This design comes from an exercise in tuning for a short achievable clock period and few clock cycles on the open sky130 flow, not from production work. Function was checked by simulation only, so behaviour that the tests miss may differ from the original.

Design MIPS_CPU, start of the top module:
module MIPS_CPU(
	input rst, Go, clk,
	output [31:0] Leddata, Count_cycle, Count_branch, Count_jmp,
	input [4:0] probe,
	output [31:0] mem_probe,
	output [9:0] imem_addr,
	input [31:0] imem_data,
	output halted
    );
reg run;
reg [31:0] PC;
assign imem_addr = PC[11:2];
assign halted = ~run;
reg        I1_valid;
reg [31:0] I1_word;
wire [31:0] IR0 = imem_data;
wire [31:0] IR1 = I1_word;
wire [3:0] alu_op0, alu_op1;
wire memtoreg0, memwrite0, sb0, alu_src0, regwrite0, syscall0, signext0;
wire beq0, bne0, bgtz0, jr0, j0, jal0, srlv0;
wire [4:0] wnum0;
wire use_rs0, use_rt0, is_mem0, is_jump0;
control ctl0(IR0, alu_op0, memtoreg0, memwrite0, sb0, alu_src0, regwrite0, syscall0, signext0,
	beq0, bne0, bgtz0, jr0, j0, jal0, srlv0, wnum0, use_rs0, use_rt0, is_mem0, is_jump0);
wire memtoreg1, memwrite1, sb1, alu_src1, regwrite1, syscall1, signext1;
wire beq1, bne1, bgtz1, jr1, j1, jal1, srlv1;
wire [4:0] wnum1;
wire use_rs1, use_rt1, is_mem1, is_jump1;
control ctl1(IR1, alu_op1, memtoreg1, memwrite1, sb1, alu_src1, regwrite1, syscall1, signext1,
	beq1, bne1, bgtz1, jr1, j1, jal1, srlv1, wnum1, use_rs1, use_rt1, is_mem1, is_jump1);
wire [4:0] rs0 = IR0[25:21], rt0 = IR0[20:16];
  ...
Size: about 21,000 cells after synthesis.
clock: 10.0 ns
lec_check: 0
cap_margin: 40
core_margin: 2
core_utilization: 30
place_density: 0.5
setup_slack_margin: 4.5
slew_margin: 40
synth_hierarchical: 1
synth_minimum_keep_size: 0
tns_end_percent: 100
run.sh (not shown) runs the stock make flow with config.mk's settings and CLKGATE_MAP_FILE= SYNTH_SCRIPT=/design/flow/synth_recipe.tcl, a recipe that flattens the netlist after the stock synthesis.
Testbench counts at the start, summed over its fixed seeds: cycles 62,667.
Then changed:
--- a/flow/design.v
+++ b/flow/design.v
@@ -265,41 +265,43 @@
     always @(posedge clk) begin
      if(clr) count <= 0;
       else  if(running) count <= count+1;
     end
 endmodule
 `timescale 1ns / 1ps
 module RAM(rsel0, rsel1, wsel, lane, data_in, sb, memWrite, clk, clr, data_out, data_out1, mem_probe, probe);
     input [31:0] rsel0, rsel1, wsel;
     input [1:0] lane;
     input [31:0] data_in;
     input sb, memWrite, clk, clr;
-    output [31:0] data_out, data_out1;
+    output reg [31:0] data_out, data_out1;
     output [31:0] mem_probe;
     input wire [4:0] probe;
     wire [31:0] words [0:31];
     genvar fw, sl;
     generate for (sl = 0; sl < 4; sl = sl + 1) begin : g_sl
         wire [255:0] flat;
         for (fw = 0; fw < 32; fw = fw + 1) begin : g_flat
             assign flat[8*fw+7:8*fw] = words[fw][8*sl+7:8*sl];
         end
         psel8 pm(probe, flat, mem_probe[8*sl+7:8*sl]);
     end endgenerate
-    wire [1023:0] flatw;
-    genvar fx;
-    generate for (fx = 0; fx < 32; fx = fx + 1) begin : g_flatw
-        assign flatw[32*fx+31:32*fx] = words[fx];
-    end endgenerate
-    sel32 rd0(rsel0, flatw, data_out);
-    sel32 rd1(rsel1, flatw, data_out1);
+    integer i;
+    always @(*) begin
+        data_out = 32'd0;
+        data_out1 = 32'd0;
+        for (i = 0; i < 32; i = i + 1) begin
+            data_out = data_out | ({32{rsel0[i]}} & words[i]);
+            data_out1 = data_out1 | ({32{rsel1[i]}} & words[i]);
+        end
+    end
     genvar w, b;
     generate
         for (w = 0; w < 32; w = w + 1) begin : g_word
             for (b = 0; b < 4; b = b + 1) begin : g_byte
                 reg [7:0] byte_q;
                 always @(posedge clk or posedge clr) begin
                     if(clr) byte_q <= 8'h0;
                     else if(memWrite && wsel[w] && (!sb || lane == b))
                         byte_q <= sb ? data_in[7:0] : data_in[8*b+7:8*b];
                 end
                 assign words[w][8*b+7:8*b] = byte_q;
@@ -407,24 +409,26 @@
 			4'd11: aluoh = 10'b0000100000;
 			4'd12: aluoh = 10'b0001000000;
 			4'd0:  aluoh = 10'b0010000000;
 			4'd2:  aluoh = 10'b0100000000;
 			4'd1:  aluoh = 10'b1000000000;
 			default: aluoh = 10'b0000000000;
 		endcase
 	end
 endfunction
 wire cb0 = beq0 | bne0 | bgtz0;
 wire cb1 = beq1 | bne1 | bgtz1;
-wire gz0 = sa0[0] ? rf_gz0 : IR0[15];
-wire gz1 = sa1[0] ? rf_gz1 : IR1[15];
+wire gzd0 = ~B0_din[31] & (B0_din != 32'd0);
+wire gzd1 = ~B1_din[31] & (B1_din != 32'd0);
+wire gz0 = (sa0[0] & rf_gz0) | (sa0[1] & gzd0) | (sa0[2] & gzd1);
+wire gz1 = (sa1[0] & rf_gz1) | (sa1[1] & gzd0) | (sa1[2] & gzd1);
 wire pt0 = bne0 | (beq0 & IR0[15]) | (bgtz0 & gz0);    
 wire dep = regwrite0 & (wnum0 != 5'd0) &
 	((use_rs1 & (rs1 == wnum0)) | (use_rt1 & (rt1 == wnum0)));
 wire chain = dep & bgtz1 & ~memtoreg0 & ~jal0;
 wire pt1 = bne1 | (beq1 & IR1[15]) | (bgtz1 & (chain ? IR1[15] : gz1));
 wire taken0 = cb0 & pt0;
 wire taken1 = cb1 & pt1;
 wire mis;                   
 wire mis0;
 wire [31:0] redirect;
 wire pair = I1_valid & ~syscall0 & ~is_jump0 & ~syscall1 & ~(memwrite0 & is_mem1) & (~dep | chain);    
Result: The changed run finished with timing, DRC and antenna clean. Count of clock-buffer cells in the layout drops by 6. Worst setup slack is worse by 460 ps. First-iteration DRC count climbs by 10%. Critical path depth drops by 3. Sequential cell count is unchanged. Design area drops by 1.1%. Via count climbs by 3.7%. Routed wire length climbs by 17%. Utilization climbs by 0.42 points. Synthesized cell count barely changes.
Testbench counts after the change, summed over its fixed seeds: cycles 62,213.

* * *

## the reference run
Another version of the RTL of MIPS_CPU (not shown whole).
For scale: about 210 I/O pins, about 470,000 um2 of cells after synthesis.
Settings: LEC_CHECK=0, CAP_MARGIN=50, CORE_MARGIN=2, CORE_UTILIZATION=25, PLACE_DENSITY=0.45, SETUP_SLACK_MARGIN=4.5, SLEW_MARGIN=70, SYNTH_HIERARCHICAL=1, SYNTH_MINIMUM_KEEP_SIZE=0, TNS_END_PERCENT=100; clock period 10.0 ns.
Testbench counts of the reference run, summed over its fixed seeds: cycles 51,948.
--- input diff the reference run..the trial run ---
--- a/flow/design.v
+++ b/flow/design.v
@@ -232,22 +232,20 @@
 	assign flat[32*f+31:32*f] = q[f];
 end endgenerate
 genvar p;
 generate for (p = 0; p < 3; p = p + 1) begin : g_port
 	wire [31:0] da, db;
 	dec32 dA(Ra[5*p+4:5*p], da);
 	dec32 dB(Rb[5*p+4:5*p], db);
 	sel32 sA(da, flat, Qa[32*p+31:32*p]);
 	sel32 sB(db, flat, Qb[32*p+31:32*p]);
-	wire [31:0] dg;
-	dec32 dG(Ra[5*p+4:5*p], dg);
-	assign GZa[p] = |(dg & gz);
-	assign G1a[p] = |(dg & g1);
+	assign GZa[p] = |(da & gz);
+	assign G1a[p] = |(da & g1);
 end endgenerate
 assign V0_data = q[2];
 assign A0_data = q[4];
 endmodule
 `timescale 1ns / 1ps
 module LedData(show, R2, clk, clr, data);
     input show, clk, clr;
     input [31:0] R2;
     output reg [31:0]data;
@@ -471,55 +469,50 @@
 	assign pt[gs] = bne[gs] | (beq[gs] & IR[gs][15]) | (bgtz[gs] & gz);    
 	assign taken[gs] = cb[gs] & pt[gs];
 	assign endg[gs] = syscall[gs] | is_jump[gs] | taken[gs];    
 end endgenerate
 wire iss1 = I1_valid & ~endg[0] & ~syscall[1] & ~(memwrite[0] & is_mem[1]) & (~dep01 | chain1);
 wire iss2 = iss1 & ~chain1 & I2_valid & ~endg[1] & ~syscall[2] &
 	~((memwrite[0] | memwrite[1]) & is_mem[2]) & ~dep02 & (~dep12 | chain2);
 wire [2:0] ex = {iss2, iss1, 1'b1} & {3{~misx}};
 reg        ras_v, jb_v;
-reg [31:0] ras;               
-wire       jal_B;             
-wire [31:0] ret_B;
+reg [31:0] ras;
 reg [9:0]  jb_pc;             
 reg [31:0] jb_t;
 wire [31:0] jrp [0:2];
 wire [31:0] bt [0:2];
 wire [31:0] seq [0:2];
 generate for (gs = 0; gs < 3; gs = gs + 1) begin : g_npc
 	assign bt[gs] = PCs[gs+1] + {imm[gs][29:0], 2'b00};
 	wire [31:0] jt = {PCs[gs][31:28], IR[gs][25:0], 2'b00};
-	assign jrp[gs] = (rs[gs] == 5'd31) ? (jal_B ? ret_B : ras_v ? ras : PCs[gs+1]) :
+	assign jrp[gs] = (ras_v & (rs[gs] == 5'd31)) ? ras :
 	                 (jb_v & (jb_pc == PCs[gs][11:2])) ? jb_t : PCs[gs+1];
 	assign seq[gs] = jr[gs] ? jrp[gs] : (j[gs] | jal[gs]) ? jt : taken[gs] ? bt[gs] : PCs[gs+1];
 end endgenerate
 wire [31:0] nextA = iss2 ? seq[2] : iss1 ? seq[1] : seq[0];
 wire [31:0] nextPC = misC ? C_alt : halt ? B_pc4[0] : mis ? redirect : nextA;
 always @(posedge clk or posedge rst) begin
 	if (rst) begin ras_v <= 1'b0; jb_v <= 1'b0; end
 	else begin
-		if (jal_B) ras_v <= 1'b1;
+		if (run & |(ex & jal)) ras_v <= 1'b1;
 		if (jbw) jb_v <= 1'b1;
 	end
 end
 wire [2:0] jb_s = B_jrv & ~B_rs31 & live;
 wire jbw = |jb_s & ~misC;
-wire [2:0] jal_s = B_jal & live & {3{~misC}};
-assign jal_B = |jal_s;
-assign ret_B = jal_s[2] ? B_pc4[2] : jal_s[1] ? B_pc4[1] : B_pc4[0];
 always @(posedge clk) begin
 	if (jbw) begin
 		jb_pc <= jb_s[0] ? B_pc4[0][11:2] - 10'd1 : jb_s[1] ? B_pc4[1][11:2] - 10'd1 : B_pc4[2][11:2] - 10'd1;
 		jb_t <= jb_s[0] ? B_alt[0] : jb_s[1] ? B_alt[1] : B_alt[2];
 	end
 end
 always @(posedge clk) begin
-	if (jal_B) ras <= ret_B;
+	if (run & |(ex & jal)) ras <= (ex[2] & jal[2]) ? PCs[3] : (ex[1] & jal[1]) ? PCs[2] : PCs[1];
 end
 wire [9:0] pcw = PC[11:2];
 wire [9:0] kbt0 = pcw + 10'd1 + imm[0][9:0];
 wire [9:0] kbt1 = pcw + 10'd2 + imm[1][9:0];
 wire [9:0] kbt2 = pcw + 10'd3 + imm[2][9:0];
 wire [149:0] keys = {pcw,
 	kbt2 + 10'd2, kbt2 + 10'd1, kbt2, kbt1 + 10'd2, kbt1 + 10'd1, kbt1,
 	kbt0 + 10'd2, kbt0 + 10'd1, kbt0,
 	pcw + 10'd5, pcw + 10'd4, pcw + 10'd3, pcw + 10'd2, pcw + 10'd1};
[summary]
Of the two values seen for most common cell after layout, fill and taps aside, sky130_fd_sc_hd__mux4_2 was produced by the trial run and sky130_fd_sc_hd__a22oi_2 by the reference run. The reference run ended up with I1_word[25]$_DFF_P_ as its capture point of the critical path; the trial run ended up with ras[9]$_DFFE_PP_. Summary of the trial run over the reference run: synthesized cell count went down; number of placement rows did not really move; post-synthesis cell area went down; detailed-routing wirelength on met1 went down.
Testbench counts of the trial run, summed over its fixed seeds: cycles 51,789.

## what the ideal ports hide
The flow's constraints put no driver on any port. The routed layouts listed below were extracted and timed again, unchanged, in two steps.
Step 1, drivers: a clkbuf_16 drives clk and a buf_2 each remaining input, both assumed.
Step 2 moves the port delays by t, midway between the first and last clock arrival at a register: inputs arrive t later, outputs are due t later. That takes back most of the time a late clock gives input paths.
a / b / c = ideal / step 1 / step 2; a / b = the first two.
run	t, ns	slack for setup (ns)	hold WS [ns]	latest minus earliest clock arrival (ns)	worst register clock-pin slew, ns
the first run of note 1	1.230	3.482 / 3.482 / 2.758	0.456 / 0.456 / 0.456	0.156 / 0.156	0.07 / 0.07
the second run of note 1	1.284	3.020 / 3.020 / 2.345	0.498 / 0.498 / 0.498	0.138 / 0.139	0.09 / 0.09
the reference run	1.507	3.446 / 3.357 / 1.850	0.480 / 0.480 / 0.480	0.226 / 0.226	0.08 / 0.08
the trial run	1.519	3.794 / 3.475 / 2.319	0.472 / 0.399 / 0.472	0.259 / 0.258	0.08 / 0.08
After both steps setup and hold are still met in every run listed. For the reference run, which loses most, drivers alone change the setup slack by -0.089 ns; drivers and shift together by -1.596 ns.
